From an optimization exercise on the open Yosys and OpenROAD flow, aimed at small area, a short achievable clock period and few clock cycles per item; shortcuts taken in it are not production practice.
In this exercise RTL edits were held to simulation tests only and were not proved equivalent to the original.
Power is estimated from default activity; no workload was simulated.

## alpha
// MUL
module MUL #(
    parameter WIDTH = 32
) (
    input  [ 0:0] clk,
    input  [ 0:0] rst,
    input  [ 0:0] start,
    input  [31:0] a,
    input  [31:0] b,
    output [63:0] res,
    output [ 0:0] finish
);
For scale: ~1200 cells after synthesis, about 160 flip-flops, about 0.011 mm2 of cells after synthesis.
Settings: LEC_CHECK=0, CAP_MARGIN=20, CORE_MARGIN=2, CORE_UTILIZATION=40, SETUP_SLACK_MARGIN=1.5, SLEW_MARGIN=20; clock period 4.0 ns.
run.sh (not shown) runs the stock make flow with config.mk's settings and CLKGATE_MAP_FILE= SYNTH_SCRIPT=/design/flow/synth_recipe.tcl, a recipe that flattens the netlist after the stock synthesis.
Testbench counts of alpha, summed over its fixed seeds: cycles 5,376, items 768.
Changes in beta relative to alpha:
Settings: SETUP_SLACK_MARGIN changed from 1.5 to 1.2; ABC_AREA newly set to 1.
### Flow results
- Number of placement rows: beta and alpha compared, higher one is beta
- The run showing the smaller instance area after placement is alpha.
- Compare beta and alpha | tap cell instance count lower: alpha
- Compared to alpha, beta has part of the total power dissipated in combinational logic 1.8 points lower.
- alpha has a lower area after synthesis than beta.
- Share of layout cells above drive strength 1 for beta is lower than for alpha.
- Of the two values seen for library cell contributing the largest single delay on the critical path, fa_1 was produced by beta and fa_2 by alpha.
- Relative to alpha, number of logic stages on the critical path including buffering has gone up in beta.
- beta | status: complete | timing, DRC, antenna: pass
- Going from alpha to beta, amount of wire on met3 after detailed routing grew by more than 10%.
- Sort beta and alpha by global-route wire length before repair, descending, and beta comes first.
Changes in gamma relative to beta:
Settings: putting CTS_BUF_LIST at sky130_fd_sc_hd__clkbuf_8 where nothing was set; swapping 1.2 for 1.6 in SETUP_SLACK_MARGIN; clearing ABC_AREA, which used to be 1.
==> comparison <==
- Summary of the comparison: area after synthesis is lower in gamma, relative to beta.
- Of the two values seen for highest-delay cell along the critical path, fa_2 was produced by gamma and fa_1 by beta.
- Compared with beta, gamma is the more power-hungry design.
- Part of the power in the clock network delta for gamma relative to beta: 3.4 points lower
- Summary — routed wire length, gamma relative to beta: higher, by 1000 um.
- [compare] base=beta new=gamma: total global-route track usage now sits higher, count of inserted tapcells now sits lower.
diff inputs: gamma => delta
Settings: SETUP_SLACK_MARGIN now 1.2, was 1.6; CORE_UTILIZATION now 60, was 40; CTS_BUF_LIST no longer set, was sky130_fd_sc_hd__clkbuf_8.
[summary]
Re met3 wire length: delta is about 16% down on gamma.
delta — number of resized instances in the post-cts repair step 260 lower, gamma as reference
Comparing delta with gamma, the synthesized net count came out essentially unchanged.
Compared with gamma, in delta number of rows in the core area -about 18%, overall routing resource usage shows an increase of 6.9 points.
gamma: flow completed, timing, DRC and antenna clean
delta completed end to end with timing, DRC and antenna clean.
Going from gamma to delta, number of cells in the design after placement shrinks by 166.
The final reports for delta and gamma show maximum cell stage delay along the critical path lower in the former.
The run with more routed wire is gamma, not delta.
Between gamma and delta, post-route worst setup slack is higher for gamma, delta comes in under that.
gamma vs delta, beginning of the critical path: one_q[0]$_DFF_P_ vs a[5]
Measured against gamma, the final design instance area without fill of delta comes out at 0.878 times the reference value.
Compared with gamma, delta shows a lower final standard cell count with taps included and fillers excluded.
Input changes introduced in epsilon (baseline for comparison: delta):
Settings: setting CTS_BUF_LIST to sky130_fd_sc_hd__clkbuf_8 for the first time; setting GPL_ROUTABILITY_DRIVEN to 0 for the first time; changing CORE_UTILIZATION from 60 to 40; changing SETUP_SLACK_MARGIN from 1.2 to 1.4.
## What came out
- When epsilon is set beside delta, its met3 usage in global routing turns out to be 2.8 points smaller.
- Looking at overall power of the completed layout across both flows, epsilon is the weaker of the two, with delta ahead.
- Cmp epsilon vs delta: cell area power density lower in epsilon
- Relative to delta, clock power decreased by 22% in epsilon.
- In epsilon the sequential share of layout area turned out 1.1 points lower than in delta.
- Compared with delta, epsilon shows a higher measured slew at the worst slew-check pin.

---

Starting RTL as in the previous note.
// MUL
module MUL #(
    parameter WIDTH = 32
) (
    input  [ 0:0] clk,
    input  [ 0:0] rst,
    input  [ 0:0] start,
    input  [31:0] a,
    input  [31:0] b,
    output [63:0] res,
    output [ 0:0] finish
);
reg  [5:0] p;
reg  [32:0] s_q, c_q;         
reg  [7:0] ls_q, lc_q;       
reg         n3_q;             
reg  [31:0] l_q;              
reg  [29:0] h_q;              
reg  [3:0] one_q, two_q, neg_q;  
reg         sgn_q;
wire first = p[0];
wire [32:0] sfb = first ? 33'h100000000 : s_q;
wire [32:0] cfb = first ? 33'h0 : c_q;
wire [32:0] am = {1'b0, a[30:0], 1'b0};    
wire [31:0] pp0;
wire [31:0] pp1;
wire [31:0] pp2;
wire [31:0] pp3;
genvar gj;
generate for (gj = 0; gj < 32; gj = gj + 1) begin : g_pp
    assign pp0[gj] = ((one_q[0] & am[gj+1]) | (two_q[0] & am[gj])) ^ neg_q[0];
    assign pp1[gj] = ((one_q[1] & am[gj+1]) | (two_q[1] & am[gj])) ^ neg_q[1];
    assign pp2[gj] = ((one_q[2] & am[gj+1]) | (two_q[2] & am[gj])) ^ neg_q[2];
    assign pp3[gj] = ((one_q[3] & am[gj+1]) | (two_q[3] & am[gj])) ^ neg_q[3];
end endgenerate
wire fs0;
wire fc0;
wire hs0;
wire hc0;
wire hs1;
wire hc1;
wire fs1;
wire fc1;
wire hs2;
wire hc2;
wire fs2;
wire fc2;
wire hs3;
wire hc3;
wire fs3;
wire fc3;
wire fs4;
wire fc4;
wire fs5;
wire fc5;
wire fs6;
wire fc6;
wire fs7;
wire fc7;
wire fs8;
wire fc8;
wire fs9;
wire fc9;
wire fs10;
wire fc10;
wire fs11;
wire fc11;
wire fs12;
wire fc12;
wire fs13;
wire fc13;
wire fs14;
wire fc14;
wire fs15;
wire fc15;
wire fs16;
wire fc16;
wire fs17;
wire fc17;
wire fs18;
wire fc18;
wire fs19;
wire fc19;
wire fs20;
wire fc20;
wire fs21;
  ...
clock: 4.0 ns
lec_check: 0
cap_margin: 20
core_margin: 2
core_utilization: 40
cts_buf_list: sky130_fd_sc_hd__clkbuf_8
setup_slack_margin: 1.3
slew_margin: 20
Testbench counts at the start, summed over its fixed seeds: cycles 5,376, items 768.
Edit:
Settings changed: CTS_BUF_LIST sky130_fd_sc_hd__clkbuf_8 to unset, SETUP_SLACK_MARGIN 1.3 to 1.2.
The changed run passed the timing, DRC and antenna checks; worst setup slack degrades by 110 ps; clock-buffer cell count stays the same; clock power is higher by about 34%; wire length is higher by 0.54%; final area is higher by 0.57%; core utilization is higher by 0.27 points; flip-flop and latch count does not change; via count is higher by 0.55%; sequential power stays flat.
Edit:
Settings changed: SETUP_SLACK_MARGIN 1.2 to 2.0.
Effect:
- worst hold slack is about the same
- combinational power goes up by 29%
- final area climbs by 17%
- die area stays the same
- setup slack is better by 240 ps
- global-route usage came out higher by 2.1 points
- total power grows by 20%
- routed wire length increases by 14%
- first-iteration DRC count went down by 19%

---

Another version of the RTL of MUL (not shown whole).
Size: roughly 1,200 cells after synthesis, roughly 160 flip-flops, about 130 I/O pins, ~12,000 um2 of cells after synthesis.
==> flow/design.v (excerpt) <==
module MUL #(
    parameter WIDTH = 32
) (
    input  [ 0:0] clk,
    input  [ 0:0] rst,
    input  [ 0:0] start,
    input  [31:0] a,
    input  [31:0] b,
    output [63:0] res,
    output [ 0:0] finish
);
reg  [5:0] p;
reg  [32:0] s_q, c_q;         
reg  [7:0] ls_q, lc_q;       
reg         n3_q;             
reg  [31:0] l_q;              
reg  [29:0] h_q;              
reg  [3:0] one_q, two_q, neg_q;  
reg         sgn_q;
wire first = p[0];
wire [32:0] sfb = first ? 33'h100000000 : s_q;
wire [32:0] cfb = first ? 33'h0 : c_q;
wire [32:0] am = {1'b0, a[30:0], 1'b0};    
wire [31:0] pp0;
wire [31:0] pp1;
wire [31:0] pp2;
wire [31:0] pp3;
genvar gj;
generate for (gj = 0; gj < 32; gj = gj + 1) begin : g_pp
    assign pp0[gj] = ((one_q[0] & am[gj+1]) | (two_q[0] & am[gj])) ^ neg_q[0];
    assign pp1[gj] = ((one_q[1] & am[gj+1]) | (two_q[1] & am[gj])) ^ neg_q[1];
    assign pp2[gj] = ((one_q[2] & am[gj+1]) | (two_q[2] & am[gj])) ^ neg_q[2];
    assign pp3[gj] = ((one_q[3] & am[gj+1]) | (two_q[3] & am[gj])) ^ neg_q[3];
end endgenerate
wire fs0;
wire fc0;
wire hs0;
wire hc0;
wire hs1;
wire hc1;
wire fs1;
wire fc1;
wire hs2;
wire hc2;
wire fs2;
wire fc2;
wire hs3;
wire hc3;
wire fs3;
wire fc3;
wire fs4;
wire fc4;
wire fs5;
wire fc5;
wire fs6;
wire fc6;
wire fs7;
wire fc7;
wire fs8;
wire fc8;
wire fs9;
wire fc9;
wire fs10;
wire fc10;
wire fs11;
wire fc11;
wire fs12;
wire fc12;
wire fs13;
wire fc13;
wire fs14;
wire fc14;
wire fs15;
wire fc15;
wire fs16;
wire fc16;
wire fs17;
wire fc17;
wire fs18;
wire fc18;
wire fs19;
wire fc19;
wire fs20;
wire fc20;
wire fs21;
wire fc21;
wire fs22;
wire fc22;
wire fs23;
wire fc23;
wire fs24;
wire fc24;
wire fs25;
wire fc25;
wire fs26;
wire fc26;
wire fs27;
wire fc27;
wire fs28;
wire fc28;
wire fs29;
wire fc29;
wire fs30;
wire fc30;
wire fs31;
wire fc31;
wire fs32;
wire fc32;
wire fs33;
wire fc33;
wire fs34;
wire fc34;
wire fs35;
wire fc35;
wire fs36;
wire fc36;
wire fs37;
wire fc37;
wire fs38;
wire fc38;
wire fs39;
wire fc39;
wire fs40;
wire fc40;
wire fs41;
wire fc41;
wire fs42;
wire fc42;
wire fs43;
wire fc43;
wire fs44;
wire fc44;
wire fs45;
wire fc45;
wire fs46;
wire fc46;
wire fs47;
wire fc47;
wire fs48;
wire fc48;
wire fs49;
wire fc49;
wire fs50;
wire fc50;
wire fs51;
wire fc51;
wire fs52;
wire fc52;
wire fs53;
wire fc53;
wire fs54;
wire fc54;
wire fs55;
wire fc55;
  ...
Settings: LEC_CHECK=0, CAP_MARGIN=20, CORE_MARGIN=2, CORE_UTILIZATION=40, SETUP_SLACK_MARGIN=1.45, SLEW_MARGIN=20; clock period 4.0 ns.
Testbench counts at the start, summed over its fixed seeds: cycles 5,376, items 768.
==> next run, changes <==
CORE_UTILIZATION = 50   (was 40)
CTS_BUF_LIST = sky130_fd_sc_hd__clkbuf_8   (was not set)
=> The new run completed without violations; worst setup slack stays flat; via count climbs by 0.39%; global-route usage climbs by 4.3 points; maximum frequency hardly moves; critical path depth is unchanged; power drops by 3.4%.
==> next run, changes <==
CORE_UTILIZATION = 40   (was 50)
SETUP_SLACK_MARGIN = 1.5   (was 1.45)
Result: The changed run completed with no timing, DRC or antenna violations; wire length came out higher by a few percent; setup slack is better by 0.045 ns; core utilization shrinks by 11 points; sequential power stays flat; via count rose slightly; cell area is higher by a few percent.
==> next run, changes <==
CTS_CLUSTER_SIZE = 12   (was not set)
SETUP_SLACK_MARGIN = 1.45   (was 1.5)
Cell area goes down by 1.6%.
Cell count goes down by 0.41%.
Setup slack is worse by 0.012 ns.
Hold slack is better by 0.0068 ns.
Clock-buffer cell count stays the same.
Sequential power is about the same.
Power goes down by 1.2%.
Fmax goes down by 0.48%.
Combinational power stays flat.
==> next run, changes <==
CORE_UTILIZATION = 60   (was 40)
CTS_CLUSTER_SIZE = not set   (was 12)
The changed run went through all stages and came out clean.
Cell count drops by 7.1%.
Count of clock-buffer cells in the layout does not change.
Core utilization goes up by 24 points.
==> next run, changes <==
CORE_UTILIZATION = 40   (was 60)
SETUP_SLACK_MARGIN = 1.3   (was 1.45)
Effect:
- sequential power is about the same
- clock skew climbs by 0.013 ns
- count of clock-buffer cells in the layout is unchanged
- core utilization drops by 25 points
- register-to-register slack loses 0.05 ns
- flip-flop and latch count does not change
- total power drops slightly
- worst setup slack loses 0.11 ns
- hold slack gains 0.0040 ns
- final area barely changes
- die area climbs by well over a third
